From an optimization exercise on the open Yosys and OpenROAD flow, aimed at small area, a short achievable clock period and few clock cycles per item; shortcuts taken in it are not production practice. RTL that was checked went through simulation tests only; none was proved equivalent to the original.

v6:
==> flow/design.v <==
module ge #(parameter W = 8, parameter K = 0) (a, b, out);
  input  [W-1:0] a, b;
  output         out;
  function automatic cout16(input [15:0] g, input [15:0] p, input cin);
    reg [15:0] gg, pp;
    integer l, i;
    begin
      gg = g; pp = p;
      for (l = 1; l < 16; l = l * 2)
        for (i = 0; i < 16; i = i + 2 * l) begin
          gg[i+2*l-1] = gg[i+2*l-1] | (pp[i+2*l-1] & gg[i+l-1]);
          pp[i+2*l-1] = pp[i+2*l-1] & pp[i+l-1];
        end
      cout16 = gg[15] | (pp[15] & cin);
    end
  endfunction
  generate
    if (K == 0) begin : k0
      wire [15:0] g = {{(16-W){1'b0}}, a & ~b};
      wire [15:0] p = {{(16-W){1'b1}}, a | ~b};
      assign out = cout16(g, p, 1'b1);
    end else begin : k4
      wire [W-3:0] ah = a[W-1:2], bh = b[W-1:2];
      wire [15:0] g = {{(18-W){1'b0}}, ah & ~bh};
      wire [15:0] p = {{(18-W){1'b1}}, ah | ~bh};
      wire hge = cout16(g, p, 1'b1);
      reg  [W-3:0] t;
      integer n;
      always @(*) begin
        t[0] = 1'b1;
        for (n = 1; n < W-2; n = n + 1) t[n] = t[n-1] & ah[n-1];
      end
      wire inc = &((ah ^ bh) ~^ t);
      wire lge = (a[1] & ~b[1]) | ((a[1] | ~b[1]) & (a[0] | ~b[0]));
      assign out = hge | (inc & lge);
    end
  endgenerate
endmodule
module PE #(parameter J = 1) (
  input        clk,
  input        load,       
  input  [1:0] t_in,       
  input  [1:0] s_port,     
  input  [8:0] v_in,       
  input  [8:0] e_in,       
  input  [8:0] r_in,       
  output [8:0] v_out,
  output [8:0] e_out,
  output [8:0] r_out,
  output [8:0] d_reg,      
  output [8:0] f_reg       
);
  localparam W  = (J <= 1) ? 4 : (J <= 3) ? 5 : (J <= 7) ? 6 : (J <= 15) ? 7 : (J <= 31) ? 8 : 9;
  localparam WI = (J <= 2) ? 4 : (J <= 4) ? 5 : (J <= 8) ? 6 : (J <= 16) ? 7 : (J <= 32) ? 8 : 9;
  reg  [1:0]    s;
  reg  [W-1:0]  d, f, eo, vo;
  reg  [WI-1:0] ro;
  wire [W-1:0]  vi = (J == 1) ? 7 : v_in[W-1:0];
  wire [W-1:0]  e  = (J == 1) ? 0 : e_in[W-1:0];
  wire [WI-1:0] ri = (J == 1) ? 7 : r_in[WI-1:0];
  wire [WI-1:0] vr = (J == 1) ? 7 : v_in[WI-1:0];
  wire c_de, c_df, c_ef, c_e4d, c_e4f, c_f4d, c_f4e, c_r;
  ge #(W, 0) g_de (.a(d), .b(e), .out(c_de));
  ge #(W, 0) g_df (.a(d), .b(f), .out(c_df));
  ge #(W, 0) g_ef (.a(e), .b(f), .out(c_ef));
  ge #(W, 4) g_e4d(.a(e), .b(d), .out(c_e4d));
  ge #(W, 4) g_e4f(.a(e), .b(f), .out(c_e4f));
  ge #(W, 4) g_f4d(.a(f), .b(d), .out(c_f4d));
  ge #(W, 4) g_f4e(.a(f), .b(e), .out(c_f4e));
  ge #(WI, 0) g_r (.a(ri), .b(vr), .out(c_r));
  wire sel_d = c_de & c_df;
  wire sel_e = ~c_de & c_ef;
  wire sel_f = ~c_df & ~c_ef;
  wire [W-1:0] v = ({W{sel_d}} & d) | ({W{sel_e}} & e) | ({W{sel_f}} & f);
  wire [W-1:0] e3 = e - 2'd3;
  wire [W-1:0] f3 = f - 2'd3;
  wire [W-1:0] d7 = d - 3'd7;
  wire [W-1:0] e7 = e - 3'd7;
  wire [W-1:0] f7 = f - 3'd7;
  wire keep_e = c_e4d & c_e4f;
  wire keep_f = c_f4d & c_f4e;
  wire [W-1:0] en = keep_e ? e3 : (c_df ? d7 : f7);
  wire [W-1:0] fn = keep_f ? f3 : (c_de ? d7 : e7);
  wire          m  = (t_in == s);
  wire [W-1:0]  dn = m ? vi + 4'd8 : ((vi > 4'd12) ? vi - 3'd5 : 4'd7);
  wire [WI-1:0] rn = c_r ? ri : vr;
  always @(posedge clk) begin
    if (load) begin
      s <= s_port;
      d <= (t_in == s_port) ? 4'd15 : 4'd7;
      f <= {W{1'b0}};
    end else begin
      d <= dn;
      f <= fn;
    end
    eo <= en;
    vo <= v;
    ro <= rn;
  end
  assign v_out = vo;
  assign e_out = eo;
  assign r_out = ro;
  assign d_reg = d;
  assign f_reg = f;
endmodule
module PE_array #(parameter N = 32) (
  input        clk,
  input        rst,
  input        valid,       
  input  [1:0] data_s,
  input  [1:0] data_t,
  output       act_last,    
  output       done_last,   
  output [8:0] r_last,      
  output [8:0] vin_last,    
  output [8:0] e_last,      
  output [8:0] d_last,      
  output [8:0] f_last       
);
  reg  [N:1] vr;
  wire [N:0] vr_w = {vr, valid};
  reg  [1:0] tp [1:N-1];
  wire [1:0] tw [0:N-1];
  wire [8:0] vw [0:N];
  wire [8:0] ew [0:N];
  wire [8:0] rw [0:N];
  wire [8:0] dr [1:N];
  wire [8:0] fr [1:N];
  assign tw[0] = data_t;
  assign vw[0] = 9'd7;
  assign ew[0] = 9'd0;
  assign rw[0] = 9'd7;
  always @(posedge clk or posedge rst) begin
    if (rst) vr <= {N{1'b0}};
    else     vr <= vr_w[N-1:0];
  end
  genvar j;
  generate
    for (j = 1; j <= N-1; j = j + 1) begin : tpipe
      always @(posedge clk) tp[j] <= tw[j-1];
      assign tw[j] = tp[j];
    end
    for (j = 1; j <= N; j = j + 1) begin : pe
      PE #(.J(j)) u (
        .clk(clk),
        .load(vr_w[j-1] & ~vr_w[j]),
        .t_in(tw[j-1]),
        .s_port(data_s),
        .v_in(vw[j-1]), .e_in(ew[j-1]), .r_in(rw[j-1]),
        .v_out(vw[j]), .e_out(ew[j]), .r_out(rw[j]),
        .d_reg(dr[j]), .f_reg(fr[j])
      );
    end
  endgenerate
  assign act_last  = vr[N];
  assign done_last = vr[N] & ~vr[N-1];
  assign r_last    = rw[N-1];
  assign vin_last  = vw[N-1];
  assign e_last    = ew[N-1];
  assign d_last    = dr[N];
  assign f_last    = fr[N];
endmodule
module sw(
    clk,
    reset,
    valid,
    data_s,
    data_t,
    finish,
    max
);
input  clk;
input  reset;
input  valid;
input  [1:0] data_t, data_s;
output finish;
output [11:0] max;
parameter PE_LENGTH = 32;
wire       act_last, done_last;
wire [8:0] r_last, vin_last, e_last, d_last, f_last;
PE_array #(.N(PE_LENGTH)) pe_array(
    .clk(clk),
    .rst(reset),
    .valid(valid),
    .data_s(data_s),
    .data_t(data_t),
    .act_last(act_last),
    .done_last(done_last),
    .r_last(r_last),
    .vin_last(vin_last),
    .e_last(e_last),
    .d_last(d_last),
    .f_last(f_last)
);
reg  [8:0] best, best_out;
reg        fin;
wire [8:0] x [0:5];
assign x[0] = best;
assign x[1] = r_last;
assign x[2] = vin_last;
assign x[3] = d_last;
assign x[4] = e_last;
assign x[5] = f_last;
wire [5:0] c [0:5];    
wire [5:0] win;
reg  [8:0] m6, m6u;
genvar gi, gj;
generate
  for (gi = 0; gi < 6; gi = gi + 1) begin : cmp_i
    for (gj = 0; gj < 6; gj = gj + 1) begin : cmp_j
      if (gi < gj) begin : lt
        ge #(9, 0) u (.a(x[gi]), .b(x[gj]), .out(c[gi][gj]));
      end else begin : nlt
        assign c[gi][gj] = 1'b0;
      end
    end
  end
endgenerate
integer i, j;
reg w;
reg [5:0] win_r;
always @(*) begin
  for (i = 0; i < 6; i = i + 1) begin
    w = 1'b1;
    for (j = 0; j < 6; j = j + 1) begin
      if (j > i) w = w & c[i][j];
      if (j < i) w = w & ~c[j][i];
    end
    win_r[i] = w;
  end
  m6 = 9'd0;
  m6u = 9'd0;
  for (i = 0; i < 6; i = i + 1) begin
    m6  = m6  | ({9{win_r[i]}} & x[i]);
    m6u = m6u | ({9{win_r[i]}} & (x[i] - 9'd7));    
  end
end
always @(posedge clk or posedge reset) begin
    if (reset) begin
        best     <= 9'd7;
        best_out <= 9'd0;
        fin      <= 1'b0;
    end else begin
        if (act_last) begin
            best     <= m6;
            best_out <= m6u;
        end
        if (done_last) fin <= 1'b1;
    end
end
assign finish = fin;
assign max    = {3'd0, best_out};
endmodule
export LEC_CHECK = 0
export CAP_MARGIN = 20
export CORE_MARGIN = 2
export CORE_UTILIZATION = 40
export CTS_CLUSTER_DIAMETER = 100
export CTS_CLUSTER_SIZE = 24
export SLEW_MARGIN = 20
create_clock -name core_clock -period 11.0 [get_ports {clk}]
standard.sh (not shown) runs the stock make flow with config.mk's settings and CLKGATE_MAP_FILE= SYNTH_SCRIPT=/design/flow/synth_recipe.tcl, a recipe that flattens the netlist after the stock synthesis.
==> flow/flow/run.sh <==
#!/bin/bash
# The standard layout, with two changes to how it is optimised (the SDC, and
# so the clock period and I/O constraints, stay as given):
#  - port buffers of a fixed, stronger cell (buffer_ports otherwise picks a
#    slow delay buffer for every port);
#  - timing repair aims for a setup slack margin of 7.6 ns instead of 0, so
#    the resizer works on the paths that set the achieved period.
set -euo pipefail
export BUFFER_PORTS_ARGS="-buffer_cell sky130_fd_sc_hd__buf_4"
export SETUP_SLACK_MARGIN=7.6
bash standard.sh > standard.log 2>&1
Testbench counts of v6, summed over its fixed seeds: cycles 24,576, jobs 384.
Modified inputs, v7 compared to v6
--- a/flow/design.v
+++ b/flow/design.v
@@ -192,9 +192,9 @@
     .d_last(d_last),
     .f_last(f_last)
 );
 reg  [8:0] best, best_out;
-reg        fin;
+reg        fin_n, fin;    
 wire [8:0] x [0:5];
 assign x[0] = best;
 assign x[1] = r_last;
 assign x[2] = vin_last;
@@ -237,17 +237,18 @@
 end
 always @(posedge clk or posedge reset) begin
     if (reset) begin
         best     <= 9'd7;
-        best_out <= 9'd0;
+        fin_n    <= 1'b1;
         fin      <= 1'b0;
     end else begin
-        if (act_last) begin
-            best     <= m6;
-            best_out <= m6u;
-        end
-        if (done_last) fin <= 1'b1;
-    end
+        if (act_last) best <= m6;
+        fin_n <= ~done_last & fin_n;
+        fin   <= done_last | ~fin_n;
+    end
+end
+always @(posedge clk) begin
+    if (act_last) best_out <= m6u;
 end
 assign finish = fin;
 assign max    = {3'd0, best_out};
 endmodule
Notes after the runs:
Diff v6..v7 | logic depth of the worst path, buffers included | unchanged. Max number of synthesized flops with an enable pin across v7 and v6: v7. Relative to v6, worst setup slack has decreased by 0.19 ns in v7. [v7] post-layout net count rose 159 relative to v6. Looking at area of the die across both flows, v7 is the weaker of the two, with v6 ahead. Run comparison: v6 source of the critical timing path best_out[2]$_DFFE_PP0P_; v7 source of the critical timing path best_out[8]$_DFFE_PP_.
Function not checked in v7: the RTL went through the layout flow alone.

========
## old
sw, a different RTL version from the one above (not shown whole).
Size in the first run: ~1,300 flip-flops, ~20 I/O pins, ~94,000 um^2 of cells after synthesis.
==> module PE, before the edit <==
module PE #(parameter J = 1) (
  input        clk,
  input        load,       
  input  [1:0] t_in,       
  input  [1:0] s_port,     
  input        m_load,     
  input  [8:0] v_in,       
  input  [8:0] e_in,       
  input  [8:0] r_in,       
  output [8:0] v_out,
  output [8:0] e_out,
  output [8:0] r_out,
  output [8:0] d_reg,      
  output [8:0] f_reg       
);
  localparam W  = (J <= 1) ? 4 : (J <= 3) ? 5 : (J <= 7) ? 6 : (J <= 15) ? 7 : (J <= 31) ? 8 : 9;
  localparam WI = (J <= 2) ? 4 : (J <= 4) ? 5 : (J <= 8) ? 6 : (J <= 16) ? 7 : (J <= 32) ? 8 : 9;
  reg  [1:0]    s;
  reg  [W-1:0]  d, f, eo, vo;
  reg  [WI-1:0] ro;
  wire [W-1:0]  vi = (J == 1) ? 7 : v_in[W-1:0];
  wire [W-1:0]  e  = (J == 1) ? 0 : e_in[W-1:0];
  wire [WI-1:0] ri = (J == 1) ? 7 : r_in[WI-1:0];
  wire [WI-1:0] vr = (J == 1) ? 7 : v_in[WI-1:0];
  wire c_de, c_df, c_ef, c_e4d, c_e4f, c_f4d, c_f4e, c_r;
  wire u_de, u_df;    
  pairc #(W) p_de (.a(d), .b(e), .ab(c_de), .a4b(u_de), .b4a(c_e4d));
  pairc #(W) p_df (.a(d), .b(f), .ab(c_df), .a4b(u_df), .b4a(c_f4d));
  pairc #(W) p_ef (.a(e), .b(f), .ab(c_ef), .a4b(c_e4f), .b4a(c_f4e));
  ge #(WI, 0) g_r (.a(ri), .b(vr), .out(c_r));
  wire sel_d = c_de & c_df;
  wire sel_e = ~c_de & c_ef;
  wire sel_f = ~c_df & ~c_ef;
  wire [W-1:0] v = ({W{sel_d}} & d) | ({W{sel_e}} & e) | ({W{sel_f}} & f);
  wire [W-1:0] e3 = e - 2'd3;
  wire [W-1:0] f3 = f - 2'd3;
  wire [W-1:0] d7 = d - 3'd7;
  wire [W-1:0] e7 = e - 3'd7;
  wire [W-1:0] f7 = f - 3'd7;
  wire keep_e = c_e4d & c_e4f;
  wire keep_f = c_f4d & c_f4e;
  wire [W-1:0] en = keep_e ? e3 : (c_df ? d7 : f7);
  wire [W-1:0] fn = keep_f ? f3 : (c_de ? d7 : e7);
  wire          m  = (t_in == s);
  wire [W-1:0]  dn = m ? vi + 4'd8 : ((vi > 4'd12) ? vi - 3'd5 : 4'd7);
  wire [WI-1:0] rn = c_r ? ri : vr;
  always @(posedge clk) begin
    if (load) begin
      s <= s_port;
      d <= m_load ? 4'd15 : 4'd7;
      f <= {W{1'b0}};
    end else begin
      d <= dn;
      f <= fn;
    end
    eo <= en;
    vo <= v;
    ro <= rn;
  end
  assign v_out = vo;
  assign e_out = eo;
  assign r_out = ro;
  assign d_reg = d;
  assign f_reg = f;
endmodule
clock: 11.0 ns
lec_check: 0
cap_margin: 20
core_margin: 2
core_utilization: 70
cts_cluster_diameter: 100
cts_cluster_size: 24
slew_margin: 20
Scripts as last shown in full above: flow/flow/run.sh
Testbench counts of old, summed over its fixed seeds: cycles 24,576, jobs 384.
--- input diff old..new ---
diff --git a/flow/design.v b/flow/design.v
--- a/flow/design.v
+++ b/flow/design.v
@@ -113,10 +113,10 @@
   wire [W-1:0] v = ({W{sel_d}} & d) | ({W{sel_e}} & e) | ({W{sel_f}} & f);
   wire [W-1:0] e3 = e - 2'd3;
   wire [W-1:0] f3 = f - 2'd3;
   wire [W-1:0] d7 = d - 3'd7;
-  wire [W-1:0] e7 = e - 3'd7;
-  wire [W-1:0] f7 = f - 3'd7;
+  wire [W-1:0] e7 = {e3[W-1:2] - 1'b1, e3[1:0]};    
+  wire [W-1:0] f7 = {f3[W-1:2] - 1'b1, f3[1:0]};    
   wire keep_e = c_e4d & c_e4f;
   wire keep_f = c_f4d & c_f4e;
   wire [W-1:0] en = keep_e ? e3 : (c_df ? d7 : f7);
   wire [W-1:0] fn = keep_f ? f3 : (c_de ? d7 : e7);
### Flow results
When new is set beside old, its via count of the first global-routing pass turns out to be 1.3% smaller. On post-synthesis to final-layout area growth, new and old are neck and neck. ~same routed wire length in new and old. new: relative slew slack is 4.7 points lower than what old reported. new against old: non-clock buffer share of cell area neither gained nor lost much, wire length of the first global-routing pass neither gained nor lost much. Compared with old, new shows a higher mean routed wirelength per cell.
Testbench counts of new, summed over its fixed seeds: cycles 24,576, jobs 384.

========
## the reference run
Another version of the RTL of sw (not shown whole).
For scale: roughly 14000 cells after synthesis, roughly 110000 µm² of cells after synthesis.
==> module ge, before the edit <==
module ge #(parameter W = 8, parameter K = 0) (a, b, out);
  input  [W-1:0] a, b;
  output         out;
  function automatic cout16(input [15:0] g, input [15:0] p, input cin);
    reg [15:0] gg, pp;
    integer l, i;
    begin
      gg = g; pp = p;
      for (l = 1; l < 16; l = l * 2)
        for (i = 0; i < 16; i = i + 2 * l) begin
          gg[i+2*l-1] = gg[i+2*l-1] | (pp[i+2*l-1] & gg[i+l-1]);
          pp[i+2*l-1] = pp[i+2*l-1] & pp[i+l-1];
        end
      cout16 = gg[15] | (pp[15] & cin);
    end
  endfunction
  generate
    if (K == 0) begin : k0
      wire [15:0] g = {{(16-W){1'b0}}, a & ~b};
      wire [15:0] p = {{(16-W){1'b1}}, a | ~b};
      assign out = cout16(g, p, 1'b1);
    end else begin : k4
      wire [W-3:0] ah = a[W-1:2], bh = b[W-1:2];
      wire [15:0] g = {{(18-W){1'b0}}, ah & ~bh};
      wire [15:0] p = {{(18-W){1'b1}}, ah | ~bh};
      wire hge = cout16(g, p, 1'b1);
      reg  [W-3:0] t;
      integer n;
      always @(*) begin
        t[0] = 1'b1;
        for (n = 1; n < W-2; n = n + 1) t[n] = t[n-1] & ah[n-1];
      end
      wire inc = &((ah ^ bh) ~^ t);
      wire lge = (a[1] & ~b[1]) | ((a[1] | ~b[1]) & (a[0] | ~b[0]));
      assign out = hge | (inc & lge);
    end
  endgenerate
endmodule
==> module sw, before the edit <==
module sw(
    clk,
    reset,
    valid,
    data_s,
    data_t,
    finish,
    max
);
input  clk;
input  reset;
input  valid;
input  [1:0] data_t, data_s;
output finish;
output [11:0] max;
parameter PE_LENGTH = 32;
wire       act_last, done_last;
wire [8:0] r_last, vin_last, e_last, d_last, f_last;
PE_array #(.N(PE_LENGTH)) pe_array(
    .clk(clk),
    .rst(reset),
    .valid(valid),
    .data_s(data_s),
    .data_t(data_t),
    .act_last(act_last),
    .done_last(done_last),
    .r_last(r_last),
    .vin_last(vin_last),
    .e_last(e_last),
    .d_last(d_last),
    .f_last(f_last)
);
reg  [8:0] best_n, best_out;    
reg        fin;
wire [8:0] x [0:5];
assign x[0] = ~best_n;
assign x[1] = r_last;
assign x[2] = vin_last;
assign x[3] = d_last;
assign x[4] = e_last;
assign x[5] = f_last;
wire [5:0] c [0:5];    
wire [5:0] win;
reg  [8:0] m6;
genvar gi, gj;
generate
  for (gi = 0; gi < 6; gi = gi + 1) begin : cmp_i
    for (gj = 0; gj < 6; gj = gj + 1) begin : cmp_j
      if (gi < gj) begin : lt
        ge #(9, 0) u (.a(x[gi]), .b(x[gj]), .out(c[gi][gj]));
      end else begin : nlt
        assign c[gi][gj] = 1'b0;
      end
    end
  end
endgenerate
integer i, j;
reg w;
reg [5:0] win_r;
always @(*) begin
  for (i = 0; i < 6; i = i + 1) begin
    w = 1'b1;
    for (j = 0; j < 6; j = j + 1) begin
      if (j > i) w = w & c[i][j];
      if (j < i) w = w & ~c[j][i];
    end
    win_r[i] = w;
  end
  m6 = 9'd0;
  for (i = 0; i < 6; i = i + 1)
    m6 = m6 | ({9{win_r[i]}} & x[i]);
end
always @(posedge clk or posedge reset) begin
    if (reset) begin
        best_n   <= 9'h1ff;
        best_out <= 9'd0;
        fin      <= 1'b0;
    end else begin
        if (act_last) begin
            best_n   <= ~m6;
            best_out <= m6;
        end
        if (done_last) fin <= 1'b1;
    end
end
assign finish = fin;
assign max    = {3'd0, best_out};
endmodule
clock: 11.0 ns
lec_check: 0
cap_margin: 20
core_margin: 2
core_utilization: 40
slew_margin: 20
==> flow/flow/run.sh <==
#!/bin/bash
# The standard layout, with port buffers of a fixed, stronger cell
# (buffer_ports otherwise picks a slow delay buffer for every port).
set -euo pipefail
export BUFFER_PORTS_ARGS="-buffer_cell sky130_fd_sc_hd__buf_4"
bash standard.sh > standard.log 2>&1
> inputs changed (the reference run -> the trial run)
diff --git a/flow/design.v b/flow/design.v
--- a/flow/design.v
+++ b/flow/design.v
@@ -20,19 +20,14 @@
       wire [15:0] p = {{(16-W){1'b1}}, a | ~b};
       assign out = cout16(g, p, 1'b1);
     end else begin : k4
-      wire [W-3:0] ah = a[W-1:2], bh = b[W-1:2];
-      wire [15:0] g = {{(18-W){1'b0}}, ah & ~bh};
-      wire [15:0] p = {{(18-W){1'b1}}, ah | ~bh};
-      wire hge = cout16(g, p, 1'b1);
-      reg  [W-3:0] t;
-      integer n;
-      always @(*) begin
-        t[0] = 1'b1;
-        for (n = 1; n < W-2; n = n + 1) t[n] = t[n-1] & ah[n-1];
-      end
-      wire inc = &((ah ^ bh) ~^ t);
-      wire lge = (a[1] & ~b[1]) | ((a[1] | ~b[1]) & (a[0] | ~b[0]));
-      assign out = hge | (inc & lge);
+      wire [W:0] x = {1'b0, a};
+      wire [W:0] y = {1'b1, ~b};
+      wire [W:0] k = 5;
+      wire [W:0]   s  = x ^ y ^ k;
+      wire [W+1:0] cc = {(x & y) | (k & (x | y)), 1'b0};
+      wire [15:0] g = {{(15-W){1'b0}}, s & cc[W:0]};
+      wire [15:0] p = {{(15-W){1'b1}}, s | cc[W:0]};
+      assign out = cc[W+1] | cout16(g, p, 1'b0);
     end
   endgenerate
 endmodule
@@ -202,10 +197,10 @@
     .d_last(d_last),
     .f_last(f_last)
 );
-reg  [8:0] best_n, best_out;    
+reg  [8:0] best, best_out;
 reg        fin;
 wire [8:0] x [0:5];
-assign x[0] = ~best_n;
+assign x[0] = best;
 assign x[1] = r_last;
 assign x[2] = vin_last;
 assign x[3] = d_last;
@@ -244,12 +239,12 @@
 end
 always @(posedge clk or posedge reset) begin
     if (reset) begin
-        best_n   <= 9'h1ff;
+        best     <= 9'd0;
         best_out <= 9'd0;
         fin      <= 1'b0;
     end else begin
         if (act_last) begin
-            best_n   <= ~m6;
+            best     <= m6;
             best_out <= m6;
         end
         if (done_last) fin <= 1'b1;
### Flow results
- The trial run: no failed stages, no open violations at the end
- The reference run has a lower average cell area after synthesis than the trial run.
- Sink count of the clock tree (lower): the trial run
- Measured against each other, the trial run and the reference run differ in routed wire length on met2, the lower figure coming from the trial run.
- The higher overall via count from detail_route of the trial run and the reference run is in the reference run.
- The lower layout overhead on the synthesized area of the trial run and the reference run is in the reference run.
- The weighted congestion at the end of routability-driven global placement in the trial run was lower than what the reference run gave.
- Number of distinct standard cells referenced by the synthesized netlist for the trial run: about 10% up relative to the reference run
Testbench counts of the trial run, summed over its fixed seeds: cycles 24,576, jobs 384.
For the reference run, only the layout was checked, not whether the RTL still works.

-- re-timing with driven ports --
Ports are ideal in the flow. The routed layouts listed here were re-timed in OpenROAD. Step 1 sets driving cells, clkbuf_16 on the clock port and buf_2 on the other inputs (assumed; they add their load-dependent delay and slew). Step 2 adds t to the input delays and takes it off the output delays; t is the mean of the earliest and latest rising clock arrival at the registers after step 1. Input paths then give back, and output paths get back, about the clock's delay inside the block. Three values: ideal, step 1, step 2; two values: the first two.
| run | t, ns | setup WS [ns] | worst hold slack (ns) | slew at the worst register clock pin (ns) |
|---|---|---|---|---|
| v6 | 0.825 | 7.457 / 7.363 / 7.026 | 0.394 / 0.394 / 0.394 | 0.11 / 0.11 |
| v7 | 0.829 | 7.262 / 7.165 / 6.970 | 0.393 / 0.393 / 0.393 | 0.10 / 0.10 |
| old | 0.772 | 7.559 / 7.474 / 6.876 | 0.357 / 0.357 / 0.357 | 0.11 / 0.11 |
| new | 0.780 | 7.595 / 7.515 / 6.953 | 0.363 / 0.363 / 0.363 | 0.11 / 0.11 |
| the reference run | 0.913 | 7.413 / 7.318 / 7.073 | 0.367 / 0.367 / 0.367 | 0.07 / 0.07 |
| the trial run | 0.908 | 7.098 / 6.997 / 7.133 | 0.360 / 0.360 / 0.360 | 0.07 / 0.07 |
After both steps setup and hold are still met in every run listed. For old, which loses most, drivers alone change the setup slack by -0.085 ns; drivers and shift together by -0.683 ns.
